Background: an optimization exercise with open tools, aiming at small area, a short achievable clock period and few clock cycles. Do not read the settings as production practice. The RTL was checked by simulation tests, not by an equivalence proof against the original design.

==> run a <==
==> flow/design.v (excerpt) <==
module produto_escalar (
    input  logic         clk_i,
    input  logic         rst_i,
    input  logic         iniciar,
    input  logic [31:0]  a0, a1, a2, a3, a4, a5, a6, a7,
    input  logic [31:0]  b0, b1, b2, b3, b4, b5, b6, b7,
    output logic [63:0]  resultado,
    output logic         concluido
);
  logic        iniciar_prev;
  logic [9:1]  fase;           
  logic [31:0] a_r;
  logic [15:0] one_r, dif_r, neg_r;
  logic [63:0] prod0, prod1, prod2;
  wire ocupado = |fase;
  wire inicio  = iniciar & ~iniciar_prev & ~ocupado;
  always_ff @(posedge clk_i) begin
    if (rst_i) begin
      iniciar_prev <= 1'b0;
      fase         <= 9'd0;
      concluido    <= 1'b0;
    end else begin
      iniciar_prev <= iniciar;
      fase         <= {fase[8:1], inicio};
      if (inicio)       concluido <= 1'b0;
      else if (fase[9]) concluido <= 1'b1;
    end
  end
  wire [31:0] a_sel = ({32{inicio}}   & a0) | ({32{fase[1]}} & a1) |
                      ({32{fase[2]}} & a2) | ({32{fase[3]}} & a3) |
                      ({32{fase[4]}} & a4) | ({32{fase[5]}} & a5) |
                      ({32{fase[6]}} & a6) | ({32{fase[7]}} & a7);
  wire [31:0] b_sel = ({32{~ocupado}} & b0) | ({32{fase[1]}} & b1) |
                      ({32{fase[2]}} & b2) | ({32{fase[3]}} & b3) |
                      ({32{fase[4]}} & b4) | ({32{fase[5]}} & b5) |
                      ({32{fase[6]}} & b6) | ({32{fase[7]}} & b7);
  wire [15:0] one_d, dif_d, neg_d;
  assign one_d[0] = b_sel[0] ^ 1'b0;
  assign dif_d[0] = b_sel[1] ^ b_sel[0];
  assign neg_d[0] = b_sel[1];
  assign one_d[1] = b_sel[2] ^ b_sel[1];
  assign dif_d[1] = b_sel[3] ^ b_sel[2];
  assign neg_d[1] = b_sel[3];
  assign one_d[2] = b_sel[4] ^ b_sel[3];
  assign dif_d[2] = b_sel[5] ^ b_sel[4];
  assign neg_d[2] = b_sel[5];
  assign one_d[3] = b_sel[6] ^ b_sel[5];
  assign dif_d[3] = b_sel[7] ^ b_sel[6];
  assign neg_d[3] = b_sel[7];
  assign one_d[4] = b_sel[8] ^ b_sel[7];
  assign dif_d[4] = b_sel[9] ^ b_sel[8];
  assign neg_d[4] = b_sel[9];
  assign one_d[5] = b_sel[10] ^ b_sel[9];
  assign dif_d[5] = b_sel[11] ^ b_sel[10];
  ...
clock: 11.5 ns
lec_check: 0
cap_margin: 20
core_margin: 2
core_utilization: 33
slew_margin: 20
synth_hierarchical: 1
synth_minimum_keep_size: 0
buffer_ports_args: -buffer_cell sky130_fd_sc_hd__buf_1
standard.sh (not shown) runs the stock make flow with config.mk's settings and CLKGATE_MAP_FILE= SYNTH_SCRIPT=/design/flow/synth_recipe.tcl, a recipe that flattens the netlist after the stock synthesis.
==> flow/flow/run.sh <==
#!/bin/bash
set -e
echo 'export BUFFER_PORTS_ARGS = -buffer_cell sky130_fd_sc_hd__buf_1' >> config.mk
bash standard.sh SETUP_SLACK_MARGIN=7.8 finish > standard.log 2>&1
==> inputs of run b, as changes to run a <==
--- a/flow/config.mk
+++ b/flow/config.mk
@@ -5,10 +5,10 @@
 export SDC_FILE = /design/flow/constraint.sdc
 export NUM_CORES = 4
 export LEC_CHECK = 0
 export CAP_MARGIN = 20
 export CORE_MARGIN = 2
-export CORE_UTILIZATION = 33
+export CORE_UTILIZATION = 50
 export SLEW_MARGIN = 20
 export SYNTH_HIERARCHICAL = 1
 export SYNTH_MINIMUM_KEEP_SIZE = 0
 export BUFFER_PORTS_ARGS = -buffer_cell sky130_fd_sc_hd__buf_1
==> inputs of run c, as changes to run a <==
--- a/flow/design.v
+++ b/flow/design.v
@@ -8,11 +8,11 @@
     output logic         concluido
 );
   logic        iniciar_prev;
   logic [9:1]  fase;           
   logic [31:0] a_r;
-  logic [15:0] one_r, dif_r, neg_r;
+  logic [15:0] one_r, two_r, neg_r;
   logic [63:0] prod0, prod1, prod2;
   wire ocupado = |fase;
   wire inicio  = iniciar & ~iniciar_prev & ~ocupado;
   always_ff @(posedge clk_i) begin
     if (rst_i) begin
@@ -32,67 +32,66 @@
                       ({32{fase[6]}} & a6) | ({32{fase[7]}} & a7);
   wire [31:0] b_sel = ({32{~ocupado}} & b0) | ({32{fase[1]}} & b1) |
                       ({32{fase[2]}} & b2) | ({32{fase[3]}} & b3) |
                       ({32{fase[4]}} & b4) | ({32{fase[5]}} & b5) |
                       ({32{fase[6]}} & b6) | ({32{fase[7]}} & b7);
-  wire [15:0] one_d, dif_d, neg_d;
+  wire [15:0] one_d, two_d, neg_d;
   assign one_d[0] = b_sel[0] ^ 1'b0;
-  assign dif_d[0] = b_sel[1] ^ b_sel[0];
+  assign two_d[0] = (b_sel[1] ^ b_sel[0]) & ~(b_sel[0] ^ 1'b0);
   assign neg_d[0] = b_sel[1];
   assign one_d[1] = b_sel[2] ^ b_sel[1];
-  assign dif_d[1] = b_sel[3] ^ b_sel[2];
+  assign two_d[1] = (b_sel[3] ^ b_sel[2]) & ~(b_sel[2] ^ b_sel[1]);
   assign neg_d[1] = b_sel[3];
   assign one_d[2] = b_sel[4] ^ b_sel[3];
-  assign dif_d[2] = b_sel[5] ^ b_sel[4];
+  assign two_d[2] = (b_sel[5] ^ b_sel[4]) & ~(b_sel[4] ^ b_sel[3]);
   assign neg_d[2] = b_sel[5];
   assign one_d[3] = b_sel[6] ^ b_sel[5];
-  assign dif_d[3] = b_sel[7] ^ b_sel[6];
+  assign two_d[3] = (b_sel[7] ^ b_sel[6]) & ~(b_sel[6] ^ b_sel[5]);
   assign neg_d[3] = b_sel[7];
   assign one_d[4] = b_sel[8] ^ b_sel[7];
-  assign dif_d[4] = b_sel[9] ^ b_sel[8];
+  assign two_d[4] = (b_sel[9] ^ b_sel[8]) & ~(b_sel[8] ^ b_sel[7]);
   assign neg_d[4] = b_sel[9];
   assign one_d[5] = b_sel[10] ^ b_sel[9];
-  assign dif_d[5] = b_sel[11] ^ b_sel[10];
+  assign two_d[5] = (b_sel[11] ^ b_sel[10]) & ~(b_sel[10] ^ b_sel[9]);
   assign neg_d[5] = b_sel[11];
   assign one_d[6] = b_sel[12] ^ b_sel[11];
-  assign dif_d[6] = b_sel[13] ^ b_sel[12];
+  assign two_d[6] = (b_sel[13] ^ b_sel[12]) & ~(b_sel[12] ^ b_sel[11]);
   assign neg_d[6] = b_sel[13];
   assign one_d[7] = b_sel[14] ^ b_sel[13];
-  assign dif_d[7] = b_sel[15] ^ b_sel[14];
+  assign two_d[7] = (b_sel[15] ^ b_sel[14]) & ~(b_sel[14] ^ b_sel[13]);
   assign neg_d[7] = b_sel[15];
   assign one_d[8] = b_sel[16] ^ b_sel[15];
-  assign dif_d[8] = b_sel[17] ^ b_sel[16];
+  assign two_d[8] = (b_sel[17] ^ b_sel[16]) & ~(b_sel[16] ^ b_sel[15]);
   assign neg_d[8] = b_sel[17];
   assign one_d[9] = b_sel[18] ^ b_sel[17];
-  assign dif_d[9] = b_sel[19] ^ b_sel[18];
+  assign two_d[9] = (b_sel[19] ^ b_sel[18]) & ~(b_sel[18] ^ b_sel[17]);
   assign neg_d[9] = b_sel[19];
   assign one_d[10] = b_sel[20] ^ b_sel[19];
-  assign dif_d[10] = b_sel[21] ^ b_sel[20];
+  assign two_d[10] = (b_sel[21] ^ b_sel[20]) & ~(b_sel[20] ^ b_sel[19]);
   assign neg_d[10] = b_sel[21];
   assign one_d[11] = b_sel[22] ^ b_sel[21];
-  assign dif_d[11] = b_sel[23] ^ b_sel[22];
+  assign two_d[11] = (b_sel[23] ^ b_sel[22]) & ~(b_sel[22] ^ b_sel[21]);
   assign neg_d[11] = b_sel[23];
   assign one_d[12] = b_sel[24] ^ b_sel[23];
-  assign dif_d[12] = b_sel[25] ^ b_sel[24];
+  assign two_d[12] = (b_sel[25] ^ b_sel[24]) & ~(b_sel[24] ^ b_sel[23]);
   assign neg_d[12] = b_sel[25];
   assign one_d[13] = b_sel[26] ^ b_sel[25];
-  assign dif_d[13] = b_sel[27] ^ b_sel[26];
+  assign two_d[13] = (b_sel[27] ^ b_sel[26]) & ~(b_sel[26] ^ b_sel[25]);
   assign neg_d[13] = b_sel[27];
   assign one_d[14] = b_sel[28] ^ b_sel[27];
-  assign dif_d[14] = b_sel[29] ^ b_sel[28];
+  assign two_d[14] = (b_sel[29] ^ b_sel[28]) & ~(b_sel[28] ^ b_sel[27]);
   assign neg_d[14] = b_sel[29];
   assign one_d[15] = b_sel[30] ^ b_sel[29];
-  assign dif_d[15] = b_sel[31] ^ b_sel[30];
+  assign two_d[15] = (b_sel[31] ^ b_sel[30]) & ~(b_sel[30] ^ b_sel[29]);
   assign neg_d[15] = b_sel[31];
   always_ff @(posedge clk_i) begin
     a_r   <= a_sel;
     one_r <= one_d;
-    dif_r <= dif_d;
+    two_r <= two_d;
     neg_r <= neg_d;
   end
   wire [32:0] a_ext = {a_r[31], a_r};
-  wire [15:0] two_r = dif_r & ~one_r;
   wire [32:0] x0 = ({33{one_r[0]}} & a_ext) | ({33{two_r[0]}} & {a_r, 1'b0});
   wire [32:0] pp0 = {~(x0[32] ^ neg_r[0]), x0[31:0] ^ {32{neg_r[0]}}};
   wire [32:0] x1 = ({33{one_r[1]}} & a_ext) | ({33{two_r[1]}} & {a_r, 1'b0});
   wire [32:0] pp1 = {~(x1[32] ^ neg_r[1]), x1[31:0] ^ {32{neg_r[1]}}};
   wire [32:0] x2 = ({33{one_r[2]}} & a_ext) | ({33{two_r[2]}} & {a_r, 1'b0});
==> flow/flow/run.sh (replaced) <==
#!/bin/bash
set -e
echo 'export BUFFER_PORTS_ARGS = -buffer_cell sky130_fd_sc_hd__buf_1' >> config.mk
bash standard.sh SETUP_SLACK_MARGIN=8.1 finish > standard.log 2>&1
==> inputs of run d, as changes to run a <==
--- a/flow/design.v
+++ b/flow/design.v
@@ -8,11 +8,11 @@
     output logic         concluido
 );
   logic        iniciar_prev;
   logic [9:1]  fase;           
   logic [31:0] a_r;
-  logic [15:0] one_r, dif_r, neg_r;
+  logic [15:0] one_r, two_r, neg_r;
   logic [63:0] prod0, prod1, prod2;
   wire ocupado = |fase;
   wire inicio  = iniciar & ~iniciar_prev & ~ocupado;
   always_ff @(posedge clk_i) begin
     if (rst_i) begin
@@ -32,67 +32,66 @@
                       ({32{fase[6]}} & a6) | ({32{fase[7]}} & a7);
   wire [31:0] b_sel = ({32{~ocupado}} & b0) | ({32{fase[1]}} & b1) |
                       ({32{fase[2]}} & b2) | ({32{fase[3]}} & b3) |
                       ({32{fase[4]}} & b4) | ({32{fase[5]}} & b5) |
                       ({32{fase[6]}} & b6) | ({32{fase[7]}} & b7);
-  wire [15:0] one_d, dif_d, neg_d;
+  wire [15:0] one_d, two_d, neg_d;
   assign one_d[0] = b_sel[0] ^ 1'b0;
-  assign dif_d[0] = b_sel[1] ^ b_sel[0];
+  assign two_d[0] = (b_sel[1] ^ b_sel[0]) & ~(b_sel[0] ^ 1'b0);
   assign neg_d[0] = b_sel[1];
   assign one_d[1] = b_sel[2] ^ b_sel[1];
-  assign dif_d[1] = b_sel[3] ^ b_sel[2];
+  assign two_d[1] = (b_sel[3] ^ b_sel[2]) & ~(b_sel[2] ^ b_sel[1]);
   assign neg_d[1] = b_sel[3];
   assign one_d[2] = b_sel[4] ^ b_sel[3];
-  assign dif_d[2] = b_sel[5] ^ b_sel[4];
+  assign two_d[2] = (b_sel[5] ^ b_sel[4]) & ~(b_sel[4] ^ b_sel[3]);
   assign neg_d[2] = b_sel[5];
   assign one_d[3] = b_sel[6] ^ b_sel[5];
-  assign dif_d[3] = b_sel[7] ^ b_sel[6];
+  assign two_d[3] = (b_sel[7] ^ b_sel[6]) & ~(b_sel[6] ^ b_sel[5]);
   assign neg_d[3] = b_sel[7];
   assign one_d[4] = b_sel[8] ^ b_sel[7];
-  assign dif_d[4] = b_sel[9] ^ b_sel[8];
+  assign two_d[4] = (b_sel[9] ^ b_sel[8]) & ~(b_sel[8] ^ b_sel[7]);
   assign neg_d[4] = b_sel[9];
   assign one_d[5] = b_sel[10] ^ b_sel[9];
-  assign dif_d[5] = b_sel[11] ^ b_sel[10];
+  assign two_d[5] = (b_sel[11] ^ b_sel[10]) & ~(b_sel[10] ^ b_sel[9]);
   assign neg_d[5] = b_sel[11];
   assign one_d[6] = b_sel[12] ^ b_sel[11];
-  assign dif_d[6] = b_sel[13] ^ b_sel[12];
+  assign two_d[6] = (b_sel[13] ^ b_sel[12]) & ~(b_sel[12] ^ b_sel[11]);
   assign neg_d[6] = b_sel[13];
   assign one_d[7] = b_sel[14] ^ b_sel[13];
-  assign dif_d[7] = b_sel[15] ^ b_sel[14];
+  assign two_d[7] = (b_sel[15] ^ b_sel[14]) & ~(b_sel[14] ^ b_sel[13]);
   assign neg_d[7] = b_sel[15];
   assign one_d[8] = b_sel[16] ^ b_sel[15];
-  assign dif_d[8] = b_sel[17] ^ b_sel[16];
+  assign two_d[8] = (b_sel[17] ^ b_sel[16]) & ~(b_sel[16] ^ b_sel[15]);
   assign neg_d[8] = b_sel[17];
   assign one_d[9] = b_sel[18] ^ b_sel[17];
-  assign dif_d[9] = b_sel[19] ^ b_sel[18];
+  assign two_d[9] = (b_sel[19] ^ b_sel[18]) & ~(b_sel[18] ^ b_sel[17]);
   assign neg_d[9] = b_sel[19];
   assign one_d[10] = b_sel[20] ^ b_sel[19];
-  assign dif_d[10] = b_sel[21] ^ b_sel[20];
+  assign two_d[10] = (b_sel[21] ^ b_sel[20]) & ~(b_sel[20] ^ b_sel[19]);
   assign neg_d[10] = b_sel[21];
   assign one_d[11] = b_sel[22] ^ b_sel[21];
-  assign dif_d[11] = b_sel[23] ^ b_sel[22];
+  assign two_d[11] = (b_sel[23] ^ b_sel[22]) & ~(b_sel[22] ^ b_sel[21]);
   assign neg_d[11] = b_sel[23];
   assign one_d[12] = b_sel[24] ^ b_sel[23];
-  assign dif_d[12] = b_sel[25] ^ b_sel[24];
+  assign two_d[12] = (b_sel[25] ^ b_sel[24]) & ~(b_sel[24] ^ b_sel[23]);
   assign neg_d[12] = b_sel[25];
   assign one_d[13] = b_sel[26] ^ b_sel[25];
-  assign dif_d[13] = b_sel[27] ^ b_sel[26];
+  assign two_d[13] = (b_sel[27] ^ b_sel[26]) & ~(b_sel[26] ^ b_sel[25]);
   assign neg_d[13] = b_sel[27];
   assign one_d[14] = b_sel[28] ^ b_sel[27];
-  assign dif_d[14] = b_sel[29] ^ b_sel[28];
+  assign two_d[14] = (b_sel[29] ^ b_sel[28]) & ~(b_sel[28] ^ b_sel[27]);
   assign neg_d[14] = b_sel[29];
   assign one_d[15] = b_sel[30] ^ b_sel[29];
-  assign dif_d[15] = b_sel[31] ^ b_sel[30];
+  assign two_d[15] = (b_sel[31] ^ b_sel[30]) & ~(b_sel[30] ^ b_sel[29]);
   assign neg_d[15] = b_sel[31];
   always_ff @(posedge clk_i) begin
     a_r   <= a_sel;
     one_r <= one_d;
-    dif_r <= dif_d;
+    two_r <= two_d;
     neg_r <= neg_d;
   end
   wire [32:0] a_ext = {a_r[31], a_r};
-  wire [15:0] two_r = dif_r & ~one_r;
   wire [32:0] x0 = ({33{one_r[0]}} & a_ext) | ({33{two_r[0]}} & {a_r, 1'b0});
   wire [32:0] pp0 = {~(x0[32] ^ neg_r[0]), x0[31:0] ^ {32{neg_r[0]}}};
   wire [32:0] x1 = ({33{one_r[1]}} & a_ext) | ({33{two_r[1]}} & {a_r, 1'b0});
   wire [32:0] pp1 = {~(x1[32] ^ neg_r[1]), x1[31:0] ^ {32{neg_r[1]}}};
   wire [32:0] x2 = ({33{one_r[2]}} & a_ext) | ({33{two_r[2]}} & {a_r, 1'b0});
--- a/flow/config.mk
+++ b/flow/config.mk
@@ -6,9 +6,10 @@
 export NUM_CORES = 4
 export LEC_CHECK = 0
 export CAP_MARGIN = 20
 export CORE_MARGIN = 2
 export CORE_UTILIZATION = 33
+export CTS_BUF_LIST = sky130_fd_sc_hd__clkbuf_4 sky130_fd_sc_hd__clkbuf_8
 export SLEW_MARGIN = 20
 export SYNTH_HIERARCHICAL = 1
 export SYNTH_MINIMUM_KEEP_SIZE = 0
 export BUFFER_PORTS_ARGS = -buffer_cell sky130_fd_sc_hd__buf_1
==> notes <==
- Run b completed with no timing, DRC or antenna violations. Run d finished with timing, DRC and antenna clean. Run c produced a clean layout. Run a finished clean.
- The highest worst hold slack belongs to run d, the lowest to run c.
- Between run c and run d, the lower non-clock buffer count is in run d (gap 146).
- Cell area: run d < run b < run a < run c.
- Of run c and run b, run c has the higher register-to-register slack (gap 240 ps).
- Between run d and run a, the lower die area is in run d (gap about 7%, measured against run a).
- Setup slack: run d < run b < run a < run c.
- Clock skew: run d > run b > run a > run c.
- Sequential cell count is the same in run d and run a.
Testbench counts of run a, summed over its fixed seeds: cycles 26,400.
Testbench counts of run b, summed over its fixed seeds: cycles 26,400.
Testbench counts of run c, summed over its fixed seeds: cycles 26,400.
Testbench counts of run d, summed over its fixed seeds: cycles 26,400.

re-timing with driven ports:
The results above use ideal ports. As a check the final layouts listed here were re-extracted and re-timed, cells and wires unchanged. Step 1 (the two cells are an assumption about what drives the block):
set clk [get_ports {clk_i}]
set_driving_cell -lib_cell sky130_fd_sc_hd__clkbuf_16 $clk
set_driving_cell -lib_cell sky130_fd_sc_hd__buf_2 [delete_from_list [all_inputs] $clk]
Step 2 times the ports against the registers' clock, not the clock port: input delays grow and output delays shrink by t, the midpoint of the rising clock arrivals with the driver on. a / b / c = no drivers / after step 1 / after step 2; a / b = the first two.
run	t (ns)	setup slack, ns	latest minus earliest clock arrival (ns)	worst register clock-pin slew, ns
run a	0.706	7.835 / 7.823 / 7.683	0.024 / 0.024	0.07 / 0.07
run b	0.661	7.794 / 7.761 / 7.223	0.046 / 0.047	0.07 / 0.07
run c	0.681	8.038 / 8.023 / 7.490	0.015 / 0.015	0.07 / 0.07
run d	0.734	7.782 / 7.782 / 7.186	0.053 / 0.053	0.07 / 0.07
After both steps setup and hold are still met in every run listed. The setup slack of run d, which loses most, moves by 0.000 ns with the drivers and by -0.596 ns with both steps.
